This is an optimization exercise on Yosys and OpenROAD, whose aim is small area and a short achievable clock period, not a production implementation.
The RTL was checked by simulation tests, not by an equivalence proof against the original design.
Power is estimated from default activity; no workload was simulated.

## constraint.sdc

```tcl
create_clock -name core_clock -period 10.0 [get_ports {clk}]
set_input_delay 2.0000 -clock core_clock [delete_from_list [all_inputs] [get_ports {clk}]]
set_output_delay 2.0000 -clock core_clock [all_outputs]
set_load 0.01 [all_outputs]
```

## config.mk

```make
export PLATFORM = sky130hd
export DESIGN_NAME = pipeline_cpu
export DESIGN_NICKNAME = pipeline_cpu
export VERILOG_FILES = /design/flow/design.v
export SDC_FILE = /design/flow/constraint.sdc
export NUM_CORES = 4
export LEC_CHECK = 0
export CAP_MARGIN = 20
export CORE_MARGIN = 2
export CORE_UTILIZATION = 40
export SLEW_MARGIN = 20
```

## run.sh

```bash
#!/bin/bash
# synth_recipe.tcl (not shown) runs the flow's synth.tcl, then flattens the netlist and writes it again
# the make line also repeats each setting of config.mk as NAME=value (left out here)
make -C /OpenROAD-flow-scripts/flow DESIGN_CONFIG=/design/flow/config.mk WORK_HOME=/design/flow/orfs CLKGATE_MAP_FILE= SYNTH_SCRIPT=/design/flow/synth_recipe.tcl finish
```

## design.v

```verilog
`timescale 1ns / 1ps
module mux2 #(parameter WIDTH = 8) (
    input       [WIDTH-1:0] d0, d1,
    input       sel,
    output      [WIDTH-1:0] y
);
assign y = (~sel) ? d0 : d1;
endmodule
module Mux_3_by_1 (a,b,c,s,d);
    input [31:0] a,b,c;
    input [1:0] s;
    output [31:0] d;
    assign d = (s == 2'b00) ? a : (s == 2'b01) ? b : (s == 2'b10) ? c : 32'h00000000;
endmodule
module adder #(parameter WIDTH = 32) (
    input       [WIDTH-1:0] a, b,
    output      [WIDTH-1:0] sum
);
assign sum = a + b;
endmodule
module reset_ff #(parameter WIDTH = 8) (
    input       clk, rst,
    input       [WIDTH-1:0] d,
    output reg  [WIDTH-1:0] q
);
always @(posedge clk) begin
    if (rst==1'b0) q <= 0;
    else     q <= d;
end
endmodule
module instr_mem #(parameter DATA_WIDTH = 32, ADDR_WIDTH = 32, MEM_SIZE = 1024) (
    input rst,Flush,
    input       [ADDR_WIDTH-1:0] instr_addr,
    input       [DATA_WIDTH-1:0] rom_data,
    output      [DATA_WIDTH-1:0] instr
);
assign instr = (rst==1'b0||Flush==1'b0)?{32{1'b0}}:rom_data;
endmodule
module fetch_cycle (
    input clk,
    input rst,
    input PCsrcE,
    input [31:0] PCtargetE,
    input Flush,
    output [31:0] instrD, 
    output [31:0] PCD, 
    output [31:0] PCplus4D,  
    output [31:0] PCF,       
    input  [31:0] instr_in   
    );
wire [31:0] PCF_mux,PCplus4f,PCF_flop;
wire [31:0] instrF;
reg [31:0] PCf_reg,PCplus4_reg;
reg [31:0] instrf_reg;
mux2 #(32) PCmux(PCplus4f,PCtargetE,PCsrcE,PCF_mux);
reset_ff #(32) pcflop(clk,rst,PCF_mux,PCF_flop);
instr_mem instrucn_memory(rst,Flush,PCF_flop,instr_in,instrF);
assign PCF=PCF_flop;
adder pcadd4 (PCF_flop,32'h00000001,PCplus4f);
always @(posedge clk or negedge rst) begin
    if (rst==1'b0) begin
        PCf_reg<=32'h00000000;
        PCplus4_reg<=32'h00000000;
        instrf_reg<=32'h00000000;
    end
    else if (Flush==1'b0) begin
        PCf_reg<=32'h00000000;
        PCplus4_reg<=32'h00000000;
        instrf_reg<=32'h00000000;
    end
    else begin
        PCf_reg<=PCF_flop;
        PCplus4_reg<=PCplus4f;
        instrf_reg<=instrF;
    end
end
assign instrD=instrf_reg;
assign PCD=PCf_reg;
assign PCplus4D=PCplus4_reg;
endmodule
`timescale 1ns / 1ps
module Main_Decoder(Op,RegWrite,ImmSrc,ALUSrc,MemWrite,ResultSrc,Branch,ALUOp);
    input [6:0]Op;
    output RegWrite,ALUSrc,MemWrite,ResultSrc,Branch;
    output [1:0]ImmSrc,ALUOp;
    assign RegWrite = (Op == 7'b0000011 | Op == 7'b0110011 | Op == 7'b0010011 ) ? 1'b1 :
                                                              1'b0 ;
    assign ImmSrc = (Op == 7'b0100011) ? 2'b01 : 
                    (Op == 7'b1100011) ? 2'b10 :    
                                         2'b00 ;
    assign ALUSrc = (Op == 7'b0000011 | Op == 7'b0100011 | Op == 7'b0010011) ? 1'b1 :
                                                            1'b0 ;
    assign MemWrite = (Op == 7'b0100011) ? 1'b1 :
                                           1'b0 ;
    assign ResultSrc = (Op == 7'b0000011 ) ? 1'b1 :
                                            1'b0 ;
    assign Branch = (Op == 7'b1100011) ? 1'b1 :
                                         1'b0 ;
    assign ALUOp = (Op == 7'b0110011) ? 2'b10 :
                   (Op == 7'b1100011) ? 2'b01 :
                   (Op == 7'b0010011) ? 2'b11 :
                                        2'b00 ;
endmodule
module ALU_Decoder(ALUOp,funct3,funct7,op,ALUControl);
    input [1:0]ALUOp;
    input [2:0]funct3;
    input [6:0]funct7,op;
    output reg [2:0]ALUControl;
    always @(*) begin
    case (ALUOp)
        2'b00: ALUControl = 3'b000;              
        2'b01: ALUControl = 3'b001;              
        default:
            case (funct3)  
                3'b000: begin
                    if   (funct7[5] & op[5]) ALUControl = 3'b001;  
                    else ALUControl = 3'b000;  
                end
                3'b001:  ALUControl = 3'b100;  
                3'b010:  ALUControl = 3'b101;  
                3'b100:  ALUControl = 3'b110;  
                3'b110:  ALUControl = 3'b011;  
                3'b111:  ALUControl = 3'b010;  
                default: ALUControl = 3'b000;  
            endcase
    endcase
end
endmodule
module Control_Unit_Top(Op,RegWrite,ImmSrc,ALUSrc,MemWrite,ResultSrc,Branch,funct3,funct7,ALUControl);
    input [6:0]Op,funct7;
    input [2:0]funct3;
    output RegWrite,ALUSrc,MemWrite,ResultSrc,Branch;
    output [1:0]ImmSrc;
    output [2:0]ALUControl;
    wire [1:0]ALUOp;
    Main_Decoder Main_Decoder(
                .Op(Op),
                .RegWrite(RegWrite),
                .ImmSrc(ImmSrc),
                .MemWrite(MemWrite),
                .ResultSrc(ResultSrc),
                .Branch(Branch),
                .ALUSrc(ALUSrc),
                .ALUOp(ALUOp)
    );
    ALU_Decoder ALU_Decoder(
                            .ALUOp(ALUOp),
                            .funct3(funct3),
                            .funct7(funct7),
                            .op(Op),
                            .ALUControl(ALUControl)
    );
endmodule
module imm_extend (
    input  [31:7]     instr,
    input  [ 1:0]     immsrc,
    output reg [31:0] immext
);
always @(*) begin
    case(immsrc)
        2'b00:   immext = {{20{instr[31]}}, instr[31:20]};
        2'b01:   immext = {{20{instr[31]}}, instr[31:25], instr[11:7]};
         2'b10:   immext = {{20{instr[31]}}, instr[7], instr[30:25], instr[11:8], 1'b0};
        default: immext = 32'h00000000;  
    endcase
end
endmodule
module Register_File(clk,rst,WE3,WD3,A1,A2,A3,RD1,RD2);
    input clk,rst,WE3;
    input [4:0]A1,A2,A3;
    input [31:0]WD3;
    output [31:0]RD1,RD2;
    reg [31:0] Register [31:0];
    wire [31:0]reg5;
    always @ (posedge clk)
    begin
        if(WE3 & (A3 != 5'h00))
            Register[A3] <= WD3;
    end
    assign RD1 = (rst==1'b0 || A1==5'h00) ? 32'd0 : Register[A1];
    assign RD2 = (rst==1'b0 || A2==5'h00) ? 32'd0 : Register[A2];
endmodule
module decode_cycle (
    input clk,
    input rst,
    input RegwriteW, 
    input [31:0]instrD,PCD,PCplus4D,ResultW,
    input [4:0]RDW,
    output RegwriteE,ALUsrcE,MemwriteE,BranchE,ResultsrcE,
    output [2:0] ALUcontrolE,
    output [31:0] RD1E,RD2E,PCE,PCplus4E,ImmextE,
    output [4:0] RdE,RS1E,RS2E
);
wire RegwriteD,ALUsrcD,MemwriteD,BranchD,ResultSrcD;
wire [1:0] ImmsrcD;
wire [2:0] ALUcontrolD;
wire [31:0] RD1_D,RD2_D,ImmextD;
reg RegwriteD_r,ALUsrcD_r,MemwriteD_r,BranchD_r,ResultsrcD_r;
reg [2:0] ALUcontrolD_r;
reg [31:0] RS1D_r,RS2D_r,RD1D_r,RD2D_r,PCD_r,PCplus4D_r,ImmextD_r;
reg [4:0] RdD_r;
Control_Unit_Top control_unit(
                        .Op(instrD[6:0]),
                        .RegWrite(RegwriteD),
                        .ImmSrc(ImmsrcD),
                        .ALUSrc(ALUsrcD),
                        .MemWrite(MemwriteD),
                        .ResultSrc(ResultSrcD),
                        .Branch(BranchD),
                        .funct3(instrD[14:12]),
                        .funct7(instrD[31:25]),
                        .ALUControl(ALUcontrolD)
                        );
Register_File reg_file(.clk(clk),
                  .rst(rst),
                  .WE3(RegwriteW),
                  .WD3(ResultW),
                  .A1(instrD[19:15]),
                  .A2(instrD[24:20]),
                  .A3(RDW),
                  .RD1(RD1_D),
                  .RD2(RD2_D)
                  );
imm_extend sign_extender(.instr(instrD[31:7]),
                         .immsrc(ImmsrcD),
                         .immext(ImmextD));
always @(posedge clk or negedge rst) begin
    if(rst==1'b0)begin
            RegwriteD_r <= 1'b0;
            ALUsrcD_r <= 1'b0;
            MemwriteD_r <= 1'b0;
            ResultsrcD_r <= 1'b0;
            BranchD_r <= 1'b0;
            ALUcontrolD_r <= 3'b000;
            RD1D_r <= 32'h00000000; 
            RD2D_r <= 32'h00000000; 
            ImmextD_r <= 32'h00000000;
            RdD_r <= 5'b00000;
            PCD_r <= 32'h00000000; 
            PCplus4D_r <= 32'h00000000;
            RS1D_r<=5'b00000;
            RS2D_r<=5'b00000;
    end
    else begin
            RegwriteD_r <=RegwriteD;
            ALUsrcD_r <= ALUsrcD;
            MemwriteD_r <= MemwriteD;
            ResultsrcD_r <= ResultSrcD;
            BranchD_r <= BranchD;
            ALUcontrolD_r <=ALUcontrolD;
            RD1D_r <=RD1_D; 
            RD2D_r <=RD2_D; 
            ImmextD_r <=ImmextD;
            RdD_r <=instrD[11:7];
            PCD_r <=PCD; 
            PCplus4D_r <=PCplus4D;
            RS1D_r<=instrD[19:15];
            RS2D_r<=instrD[24:20];
    end
end
    assign RegwriteE = RegwriteD_r;
    assign ALUsrcE = ALUsrcD_r;
    assign MemwriteE = MemwriteD_r;
    assign ResultsrcE = ResultsrcD_r;
    assign BranchE = BranchD_r;
    assign ALUcontrolE = ALUcontrolD_r;
    assign RD1E = RD1D_r;
    assign RD2E = RD2D_r;
    assign ImmextE = ImmextD_r;
    assign RdE = RdD_r;
    assign PCE = PCD_r;
    assign PCplus4E = PCplus4D_r;
    assign RS1E=RS1D_r;
    assign RS2E=RS2D_r;
endmodule
`timescale 1ns / 1ps
module alu #(parameter WIDTH = 32) (
    input       [WIDTH-1:0] a, b,        
    input       [2:0] alu_ctrl,          
    output reg  [WIDTH-1:0] alu_out,     
    output      zero                     
);
always @(a, b, alu_ctrl) begin
    case (alu_ctrl)
        3'b000: alu_out <= a + b;        
        3'b001: alu_out <= a + ~b + 1;   
        3'b010: alu_out <= a & b;        
        3'b011: alu_out <= a | b;        
        3'b101: begin                    
                    if (a[31] != b[31]) alu_out <= a[31] ? 0 : 1;
                    else alu_out <= a < b ? 1 : 0;
                end
        3'b110: alu_out <= a ^ b;          
        default: alu_out = 0;
    endcase
end
assign zero = (alu_out == 0) ? 1'b1 : 1'b0;
endmodule
module execution (
    input clk,rst,regWriteE,ALUsrcE,MemwriteE,BranchE,ResultSrcE,
    input [2:0] ALUcontrolE,
    input [31:0] RD1E,RD2E,PCE,PCplus4E,ImmextE,
    input [4:0] Rde,
    input [1:0] ForwardAE,ForwardBE,
    input [31:0] ResultW,
    output [31:0] PCtargetE,ALUresultM,WriteDataM,PCplus4M,
    output [4:0] RdM,
    output PCsrcE,
    output RegWriteM,ResultSrcM,MemwriteM
);
wire zeroE;
wire [31:0] ALUresultE,SrcBE;
wire [31:0] Frwrd_A,Frwrd_B;
reg  regwriteE_r,ResultSrcE_r,MemwriteE_r;
reg [31:0] ALUresultE_r,WriteDataE_r,PCplus4E_r;
reg [4:0] RD_E_r;
Mux_3_by_1 MuxA(.a(RD1E),
                .b(ResultW),
                .c(ALUresultE_r),
                .s(ForwardAE),
                .d(Frwrd_A));
Mux_3_by_1 MuxB(.a(RD2E),
                .b(ResultW),
                .c(ALUresultE_r),
                .s(ForwardBE),
                .d(Frwrd_B));
alu ALU(.a(Frwrd_A),
        .b(SrcBE),
        .alu_ctrl(ALUcontrolE),
        .alu_out(ALUresultE),
        .zero(zeroE));
mux2 #(32) oprand_mux(.d0(Frwrd_B),
                .d1(ImmextE),
                .sel(ALUsrcE),
                .y(SrcBE));
adder PCadder(.a(PCE),
              .b(ImmextE),
              .sum(PCtargetE)
);
assign PCsrcE=(zeroE & BranchE);
always @(posedge clk or negedge rst) begin
    if(rst==1'b0)begin
        regwriteE_r<=1'b0;
        ResultSrcE_r<=1'b0;
        MemwriteE_r<=1'b0;
        ALUresultE_r<=32'h00000000;
        WriteDataE_r<=32'h00000000;
        PCplus4E_r<=32'h00000000;
        RD_E_r<=5'b00000;
end
else begin
        regwriteE_r<=regWriteE;
        ResultSrcE_r<=ResultSrcE;
        MemwriteE_r<=MemwriteE;
        ALUresultE_r<=ALUresultE;
        WriteDataE_r<=Frwrd_B;
        PCplus4E_r<=PCplus4E;
        RD_E_r<=Rde;
    end
end
assign RegWriteM=regwriteE_r;
assign ResultSrcM=ResultSrcE_r;
assign MemwriteM=MemwriteE_r;
assign ALUresultM=ALUresultE_r;
assign WriteDataM=WriteDataE_r;
assign PCplus4M=PCplus4E_r;
assign RdM=RD_E_r;
endmodule
`timescale 1ns / 1ps
module data_mem #(parameter DATA_WIDTH = 32, ADDR_WIDTH = 32, MEM_SIZE = 1024) (
    input       clk,wr_en,rst,
    input       [ADDR_WIDTH-1:0] wr_addr, wr_data,
    input       [DATA_WIDTH-1:0] rd_data_in,
    output      [DATA_WIDTH-1:0] rd_data_mem
);
assign rd_data_mem = (rst==1'b0)? 32'h00000000:rd_data_in;
endmodule
module Memory_cycle (
    input clk,rst,
    input [31:0] ALUresultM,WriteDataM,PCplus4M,
    input [4:0] RdM,
    input RegWriteM,ResultSrcM,MemwriteM,
    output RegWriteW,ResultSrcW,
    output [31:0] ReadDataW,ALUresultW,PCplus4W,
    output [4:0] RdW,
    input [31:0] rd_data_in
);
wire [31:0] rd_data;
reg RegWriteM_r,ResultSrcM_r;
reg [31:0] ReadDataM_r,ALUresultM_r,PCplus4M_r;
reg [4:0] RdM_r;
data_mem data_memory(.clk(clk),
                     .wr_en(MemwriteM),
                     .rst(rst),
                     .wr_addr(ALUresultM),
                     .wr_data(WriteDataM),
                     .rd_data_in(rd_data_in),
                     .rd_data_mem(rd_data));
always @(posedge clk or negedge rst) begin
    if(rst==1'b0)begin
                RegWriteM_r<=1'b0;
                ResultSrcM_r<=1'b0;
                ReadDataM_r<=32'h00000000;
                ALUresultM_r<=32'h00000000;
                PCplus4M_r<=32'h00000000;
                RdM_r<=5'b00000;
                end
    else begin 
       RegWriteM_r<=RegWriteM;
       ResultSrcM_r<=ResultSrcM;
       ReadDataM_r<=rd_data;
       ALUresultM_r<=ALUresultM;
       PCplus4M_r<=PCplus4M;
       RdM_r<=RdM;
       end
end
assign RegWriteW=RegWriteM_r;
assign ResultSrcW=ResultSrcM_r;
assign ReadDataW=ReadDataM_r;
assign ALUresultW=ALUresultM_r;
assign PCplus4W=PCplus4M_r;
assign RdW=RdM_r;
endmodule
`timescale 1ns / 1ps
module writeback (
    input clk,rst,ResultSrcW,
    input [31:0] PCplus4W,ALUresultW,ReadDataW,
    output [31:0] ResultW
);
mux2 #(32) result_mux(.d0(ALUresultW),
                     .d1(ReadDataW),
                     .sel(ResultSrcW),
                     .y(ResultW));
    endmodule
`timescale 1ns / 1ps
module hazard_unit (
    input [4:0] RS1E,RS2E,RdM,RdW,
    input rst,RegwriteM,RegwriteW,
    output [1:0] ForwardAE,ForwardBE
);
    assign ForwardAE =(rst==1'b0)?2'b00:
    ((RS1E==RdM & RegwriteM)& RS1E!=0)?2'b10:
    ((RS1E==RdW & RegwriteW)& RS1E!=0)?2'b01:2'b00;
    assign ForwardBE =(rst==1'b0)?2'b00:
    ((RS2E==RdM & RegwriteM)& RS2E!=0)?2'b10:
    ((RS2E==RdW & RegwriteW)& RS2E!=0)?2'b01:2'b00;
endmodule
`timescale 1ns / 1ps
module D_ff #(parameter N=32)(D,clk,rst,Q);
input [ N:0] D;  
input clk;  
input rst;  
output reg  [N:0]Q;  
always @(posedge clk or negedge rst) 
begin
 if(rst==1'b0)
  Q <=0; 
 else 
  Q <= D; 
end 
endmodule 
module branch_detection(
    input clk,rst,PCsrcE,
    input [31:0]PCtargetE,
    output [31:0] stalled_PC,
    output stalled_PCsrcE,sel,
    output Flush
);
wire [32:0]delay_line1,delay_line2;
D_ff flop1({PCsrcE,PCtargetE},clk,rst,delay_line1);
D_ff flop2(delay_line1,clk,rst,delay_line2);
assign Flush=~(PCsrcE|delay_line1[32]|delay_line2[32]);
assign stalled_PC=delay_line2[31:0];
assign stalled_PCsrcE=delay_line2[32];
assign sel=(PCsrcE|delay_line1[32]|delay_line2[32]);
endmodule
`timescale 1ns / 1ps
module pipeline_cpu (
    input clk,rst,
    output [31:0] imem_addr,    
    input  [31:0] imem_data,    
    output        dmem_we,      
    output [31:0] dmem_addr,    
    output [31:0] dmem_wdata,   
    input  [31:0] dmem_rdata    
);
wire PCsrcE;
wire [31:0]PCtargetE,PCtargetE2,stalled_PC,instrD,PCD,PCplus4D,PCplus4E,PCplus4M,PCplus4W,ResultW,PCE,ALUresultM,ALUresultW,WriteDataM,ReadDataW,RD1E,RD2E,ImmextE;
wire RegwriteM,RegwriteW,RegwriteE,ALUsrcE,MemwriteE,MemwriteM,BranchE,ResultsrcE,ResultsrcM,ResultsrcW,stalled_PCsrcE,branch_sel,Flush,PCsrcE2;
wire [4:0] RDW,RDE,RDM,RS1E,RS2E;
wire [2:0] ALUcontrolE;
wire [1:0] ForwardAE,ForwardBE;
fetch_cycle fetch(.clk(clk),
                .rst(rst),
                .PCsrcE(PCsrcE2),
                .PCtargetE(PCtargetE2),
                .Flush(Flush),
                .instrD(instrD),
                .PCD(PCD),
                .PCplus4D(PCplus4D),
                .PCF(imem_addr),
                .instr_in(imem_data)
                );
decode_cycle decode(.clk(clk),
                  .rst(rst),
                  .RegwriteW(RegwriteW),
                  .instrD(instrD),
                  .PCD(PCD),
                  .PCplus4D(PCplus4D),
                  .ResultW(ResultW),
                  .RDW(RDW),
                  .RegwriteE(RegwriteE),
                  .ALUsrcE(ALUsrcE),
                  .MemwriteE(MemwriteE),
                  .BranchE(BranchE),
                  .ResultsrcE(ResultsrcE),
                  .ALUcontrolE(ALUcontrolE),
                  .RD1E(RD1E),
                  .RD2E(RD2E),
                  .PCE(PCE),
                  .PCplus4E(PCplus4E),
                  .ImmextE(ImmextE),
                  .RdE(RDE),
                  .RS1E(RS1E),
                  .RS2E(RS2E)
                  );
execution execute (.clk(clk),
                       .rst(rst),
                       .regWriteE(RegwriteE),
                       .ALUsrcE(ALUsrcE),
                       .MemwriteE(MemwriteE),
                       .BranchE(BranchE),
                       .ResultSrcE(ResultsrcE),
                       .ALUcontrolE(ALUcontrolE),
                       .RD1E(RD1E),
                       .RD2E(RD2E),
                       .PCE(PCE),
                       .PCplus4E(PCplus4E),
                       .ImmextE(ImmextE),
                       .Rde(RDE),
                       .ForwardAE(ForwardAE),
                       .ForwardBE(ForwardBE),
                       .ResultW(ResultW),
                       .PCtargetE(PCtargetE),
                       .ALUresultM(ALUresultM),
                       .WriteDataM(WriteDataM),
                       .PCplus4M(PCplus4M),
                       .RdM(RDM),
                       .PCsrcE(PCsrcE),
                       .RegWriteM(RegwriteM),
                       .ResultSrcM(ResultsrcM),
                       .MemwriteM(MemwriteM)
                       );
Memory_cycle Memory(.clk(clk),
                  .rst(rst),
                  .ALUresultM(ALUresultM),
                  .WriteDataM(WriteDataM),
                  .PCplus4M(PCplus4M),
                  .RdM(RDM),
                  .RegWriteM(RegwriteM),
                  .ResultSrcM(ResultsrcM),
                  .MemwriteM(MemwriteM),
                  .RegWriteW(RegwriteW),
                  .ResultSrcW(ResultsrcW),
                  .ReadDataW(ReadDataW),
                  .ALUresultW(ALUresultW),
                  .PCplus4W(PCplus4W),
                  .RdW(RDW),
                  .rd_data_in(dmem_rdata)
                  );
assign dmem_we = MemwriteM;
assign dmem_addr = ALUresultM;
assign dmem_wdata = WriteDataM;
writeback writeback(.clk(clk),
                     .rst(rst),
                     .ResultSrcW(ResultsrcW),
                     .PCplus4W(PCplus4W),
                     .ALUresultW(ALUresultW),
                     .ReadDataW(ReadDataW),
                     .ResultW(ResultW)
                     );
hazard_unit hazard(.RS1E(RS1E),
                   .RS2E(RS2E),
                   .RdM(RDM),
                   .RdW(RDW),
                   .rst(rst),
                   .RegwriteM(RegwriteM),
                   .RegwriteW(RegwriteW),
                   .ForwardAE(ForwardAE),
                   .ForwardBE(ForwardBE)
                   );
branch_detection branch(.clk(clk),
                       .rst(rst),
                       .PCsrcE(PCsrcE),
                       .PCtargetE(PCtargetE),
                       .stalled_PC(stalled_PC),
                       .stalled_PCsrcE(stalled_PCsrcE),
                       .sel(branch_sel),
                       .Flush(Flush));
mux2 #(1) Branch_Mux(.d0(PCsrcE),
                .d1(stalled_PCsrcE),
                .sel(branch_sel),
                .y(PCsrcE2));
mux2 #(32) Branch_MuxPC(.d0(PCtargetE),
                .d1(stalled_PC),
                .sel(branch_sel),
                .y(PCtargetE2));
endmodule
```

==> reports/qor.yml <==
run_status: "timing/DRC/antenna clean"
cp_data_required_time_ns: 10.63
io-pin-count: 163
critical_path_arrival_ns: 9.17
critical_path.reg2reg.startpoint: "execute.RD_E_r[4]"
remaining_drc_errors: 0
timing.clock.skew_ns: 0.0604
fin_crit_ns: 8.54
maxClockFrequency_mhz: 117
finalSetupViolCount: 0
wirelength_um: 226000
timing.setup.tns_ns: 0
area.sequential_um2: 41600
cts_buffer_depth: 3
synth-warning-count: 10
detailroute.via_count: 45777
ys.flop_type: "sky130_fd_sc_hd__edfxtp_1"
holdBufCountCts: 0
reg2reg_setup_slack_ns: 1.68
cts_root_buf: "sky130_fd_sc_hd__clkbuf_16"
drt_pre_antenna_iters: 6
tritoncts.num_buffers: 160
synth_seq_cells: 1461
worst_skew_pair.late_latency_ns: 0.80
drv.max_cap_violation_count: 0
syn-mean-instance-area_um2: 14.5
cell_count_after_placement: 7132
worst_setup_path_end_kind: "flop"
power_per_cell_area_nw_per_um2: 190
design.die.area_um2: 178000
track_usage_pct: 24.9
core.rowCount: 153
worst_setup_hold_path_clk_slew_ns: 0.06
synth.top_cell.area_share_pct: 44.0
critical_path_class: "in -> reg"
r2r_cells: 21
post_cts.repair.setup_buffers: 0
peak_supply_drop_mv: 0.126
clock_tree_from_tritoncts: "yes"
max_flop_register: "decode.reg_file.Register"
grt_overflow_total: 0
cp.depth: 22
timing.critical_path.slowest_stage_cell: "sky130_fd_sc_hd__buf_4"
vias_in_the_first_global_route: 44846
start_util_pct: 40.2
mostFrequentLayoutCell: "sky130_fd_sc_hd__edfxtp_1"
crit_path_start_kind: "input port"
reg.largest.list: "decode.reg_file.Register (1024), branch.flop1.Q (33), branch.flop2.Q (33)"
postSynthCellCount: 4839
grt_first_pass_wirelength_um: 323000
finalMaxSlewViolations: 0
cts.htree.levels: 4
viasPerCell: 6.17
timing_worst_slew_pin_value_ns: 1.23
ant_nets: 0
number_of_port_buffers: 162
layout.nets: 5173
layout.filler_cells: 15275
rr_endpoint: "fetch.instrf_reg[0]"
route.detailed.wl_per_inst_um: 30.4
final-hold-violation-count: 0
fraction_of_layout_instances_using_a_drive_strength_above_1_pct: 18.2
finish.cell_count_without_fillers: 7423
layout.cells.most_common_list: "sky130_fd_sc_hd__edfxtp_1 (1024), sky130_fd_sc_hd__mux4_2 (449), sky130_fd_sc_hd__dfrtp_1 (392)"
areaGrowthSynthToFinish_pct: 14.2
slowest_delay_ns: 0.62
layout_worst_path_cycle_share_pct: 85.4
hold_path_class: "reg -> reg"
overall_die_width_um: 422
multi_input_comb_area_um2: 26900
dp_hpwl_um: 137000
stdcell_area_um2: 79900
largest_register_ff_count: 1024
clock_sinks: 1461
core_area_um2: 174000
critical_path_origin: "rst"
placement.cell_area_um2: 74500
synthDistinctLibCells: 82
grt_max_degree: 110
dieHeight_um: 422
unrepaired_setup_endpoints_after_global_routing: "false"
most_area_hungry_cell_type_in_the_yosys_netlist: "sky130_fd_sc_hd__edfxtp_1"
crit_path_end: "fetch.instrf_reg[0]"
power.static_leakage_nw: 28.1
antenna_found_initial: 7
worst_case_headroom_to_the_max_slew_limit_pct: 15.4
synth_area_um2: 69900
crit_chain: "buf_8 -> nand3_1 -> a2111o_1 -> buf_4 -> nand2_1 -> o221ai_1 -> o21ai_0 -> ha_1 -> inv_1 -> fa_1 -> a211oi_2 -> nor2_1 -> a221o_1 -> a22o_1 -> nor4_1 -> or4b_1 -> or3_1 -> nor4_1 -> nand4b_1 -> nor4_4 -> buf_4 -> a21oi_1"
synth-edff-count: 1024
cts_resized: 0
path_buf_inv: 4
sequential_area_share_after_synthesis_pct: 59.4
gp_congestion: 0.960
worst_hold_slack_ns: 0.343
violation_count_after_the_first_detailed_route_iteration: 5780
top_post_synthesis_cells_by_area: "sky130_fd_sc_hd__edfxtp_1 (44%), sky130_fd_sc_hd__dfrtp_1 (14%), sky130_fd_sc_hd__mux4_2 (14%), sky130_fd_sc_hd__mux2i_1 (3.8%), sky130_fd_sc_hd__a21oi_1 (2.5%)"
worst_path_dominant_cell_family: "simple AND/OR/NAND/NOR gates"
crit_path_max_fanout: 65
asyncSetResetFlopFracSynth_pct: 27.7
-- stage by stage --
step	setup slack (ns)	util (%)	total power [W]
detailed placement	0.709	42.9	0.00925
floorplan	2.86	-	0.00832
global placement	0.791	42.9	0.00924
finish	1.46	45.9	0.0151
CTS	1.54	45.9	0.0152
global route	0.987	45.9	0.0156
-- power by group --
group | switching, W | internal (W) | leakage, nW
logic | 0.00137 | 0.000665 | 10.6
registers | 0.000198 | 0.00694 | 14.9
clock network | 0.00252 | 0.00346 | 2.58
-- layer usage --
layer | vias up | GRT usage, % | part of all wire [%]
li1 | 19109 | - | -
met1 | 23912 | 35.2 | 41
met2 | 2303 | 38.2 | 46
met3 | 449 | 5.03 | 9.3
met4 | 4 | 9.17 | 3.9
met5 | - | 0 | 0.012
-- worst register-to-register path, stage by stage (launching register included) --
cell,delay (ns)
sky130_fd_sc_hd__dfrtp_1,0.45
sky130_fd_sc_hd__xor2_1,0.19
sky130_fd_sc_hd__nor4_1,0.73
sky130_fd_sc_hd__a2111o_1,0.26
sky130_fd_sc_hd__buf_4,0.21
sky130_fd_sc_hd__nand2_1,0.52
sky130_fd_sc_hd__o221ai_1,0.42
sky130_fd_sc_hd__o21ai_0,0.20
sky130_fd_sc_hd__ha_1,0.30
sky130_fd_sc_hd__fa_1,0.46
sky130_fd_sc_hd__nor2b_1,0.17
sky130_fd_sc_hd__o311a_1,0.41
sky130_fd_sc_hd__a2111oi_0,1.03
sky130_fd_sc_hd__o211a_1,0.29
sky130_fd_sc_hd__xnor2_1,0.13
sky130_fd_sc_hd__o221ai_1,0.20
sky130_fd_sc_hd__or3_1,0.42
sky130_fd_sc_hd__nor4_1,0.35
sky130_fd_sc_hd__nand4b_1,0.23
sky130_fd_sc_hd__nor4_4,0.31
sky130_fd_sc_hd__buf_4,0.62
sky130_fd_sc_hd__a21oi_1,0.25
-- synthesized netlist by cell type (6+ instances only) --
cell	instances
sky130_fd_sc_hd__a2111oi_0	9
sky130_fd_sc_hd__a211o_1	9
sky130_fd_sc_hd__a211oi_1	22
sky130_fd_sc_hd__a21o_1	25
sky130_fd_sc_hd__a21oi_1	355
sky130_fd_sc_hd__a221o_1	18
sky130_fd_sc_hd__a221oi_1	6
sky130_fd_sc_hd__a31oi_1	9
sky130_fd_sc_hd__and2_1	77
sky130_fd_sc_hd__and3_1	15
sky130_fd_sc_hd__and4_1	7
sky130_fd_sc_hd__buf_1	65
sky130_fd_sc_hd__buf_2	13
sky130_fd_sc_hd__buf_4	7
sky130_fd_sc_hd__clkbuf_1	247
sky130_fd_sc_hd__dfrtp_1	405
sky130_fd_sc_hd__dfxtp_1	32
sky130_fd_sc_hd__edfxtp_1	1024
sky130_fd_sc_hd__ha_1	135
sky130_fd_sc_hd__inv_1	168
sky130_fd_sc_hd__mux2_2	66
sky130_fd_sc_hd__mux2i_1	267
sky130_fd_sc_hd__mux4_2	449
sky130_fd_sc_hd__nand2_1	210
sky130_fd_sc_hd__nand2b_1	23
sky130_fd_sc_hd__nand3_1	38
sky130_fd_sc_hd__nand3b_1	38
sky130_fd_sc_hd__nand4_1	17
sky130_fd_sc_hd__nor2_1	283
sky130_fd_sc_hd__nor2b_1	24
sky130_fd_sc_hd__nor3_1	78
sky130_fd_sc_hd__nor4_1	9
sky130_fd_sc_hd__o211ai_1	18
sky130_fd_sc_hd__o21a_1	47
sky130_fd_sc_hd__o21ai_0	205
sky130_fd_sc_hd__o21bai_1	12
sky130_fd_sc_hd__o221ai_1	87
sky130_fd_sc_hd__o22ai_1	89
sky130_fd_sc_hd__o31ai_1	19
sky130_fd_sc_hd__or2_2	11
sky130_fd_sc_hd__or3_1	11
sky130_fd_sc_hd__or4_1	10
sky130_fd_sc_hd__xnor2_1	57
sky130_fd_sc_hd__xor2_1	33
-- logic make-up (layout without fill, tap and decap cells) --
group | after synthesis | count (layout) | synth area share, %
multiplexers | 782 | 782 | 19.3
AND/OR/NAND/NOR | 869 | 869 | 6.00
AO/OA/AOI/OAI | 996 | 996 | 8.91
buffers and inverters | 502 | 728 | 2.75
adder cells (fa/ha/maj) | 138 | 138 | 2.50
XOR/XNOR | 90 | 90 | 1.13
other | 1 | 34 | 0.00536
flip-flops | 1461 | 1461 | 59.4
-- final cells by class --
class | instances | area share (%)
sequential | 1461 | 52.0
multi-input combinational | 2907 | 33.7
clock buffer | 206 | 5.38
tap | 2325 | 3.64
timing repair buffer | 269 | 3.14
clock inverter | 83 | 1.27
inverter | 170 | 0.799
antenna | 2 | 0.00627
-- how the worst min path moves through the flow --
stage	startpoint	end	slack, ns	depth (start not counted)
2_1_floorplan	execute.ResultSrcE_r	Memory.ResultSrcM_r	0.33	0
3_3_place_gp	fetch.PCf_reg[12]	decode.PCD_r[12]	0.33	0
3_5_place_dp	branch.flop1.Q[11]	branch.flop2.Q[11]	0.33	0
4_1_cts	branch.flop1.Q[2]	branch.flop2.Q[2]	0.34	0
5_1_grt	branch.flop1.Q[29]	branch.flop2.Q[29]	0.35	0
6_report	decode.RdD_r[1]	execute.RD_E_r[1]	0.34	0

## afterwards: timing with drivers on the ports
The results above use ideal ports. As a check the final layout listed here was re-extracted and re-timed, cells and wires unchanged. Step 1 assumes that a clkbuf_16 drives the clock port and a buf_2 every other input. Step 2 also shifts input and output timing later by t, the mid clock arrival at the registers, as if the neighbouring blocks saw the same clock. a / b / c = ideal / step 1 / step 2; a / b = the first two.
t, ns: 0.865
slack for setup (ns): 1.460 / 1.489 / 0.624
hold slack, ns: 0.343 / 0.343 / 0.343
latest minus earliest clock arrival (ns): 0.076 / 0.075
worst data-port slew with drivers (ns): 0.09
After both steps this run still meets setup and hold. The setup slack of this run moves by +0.029 ns with the drivers and by -0.836 ns with both steps.
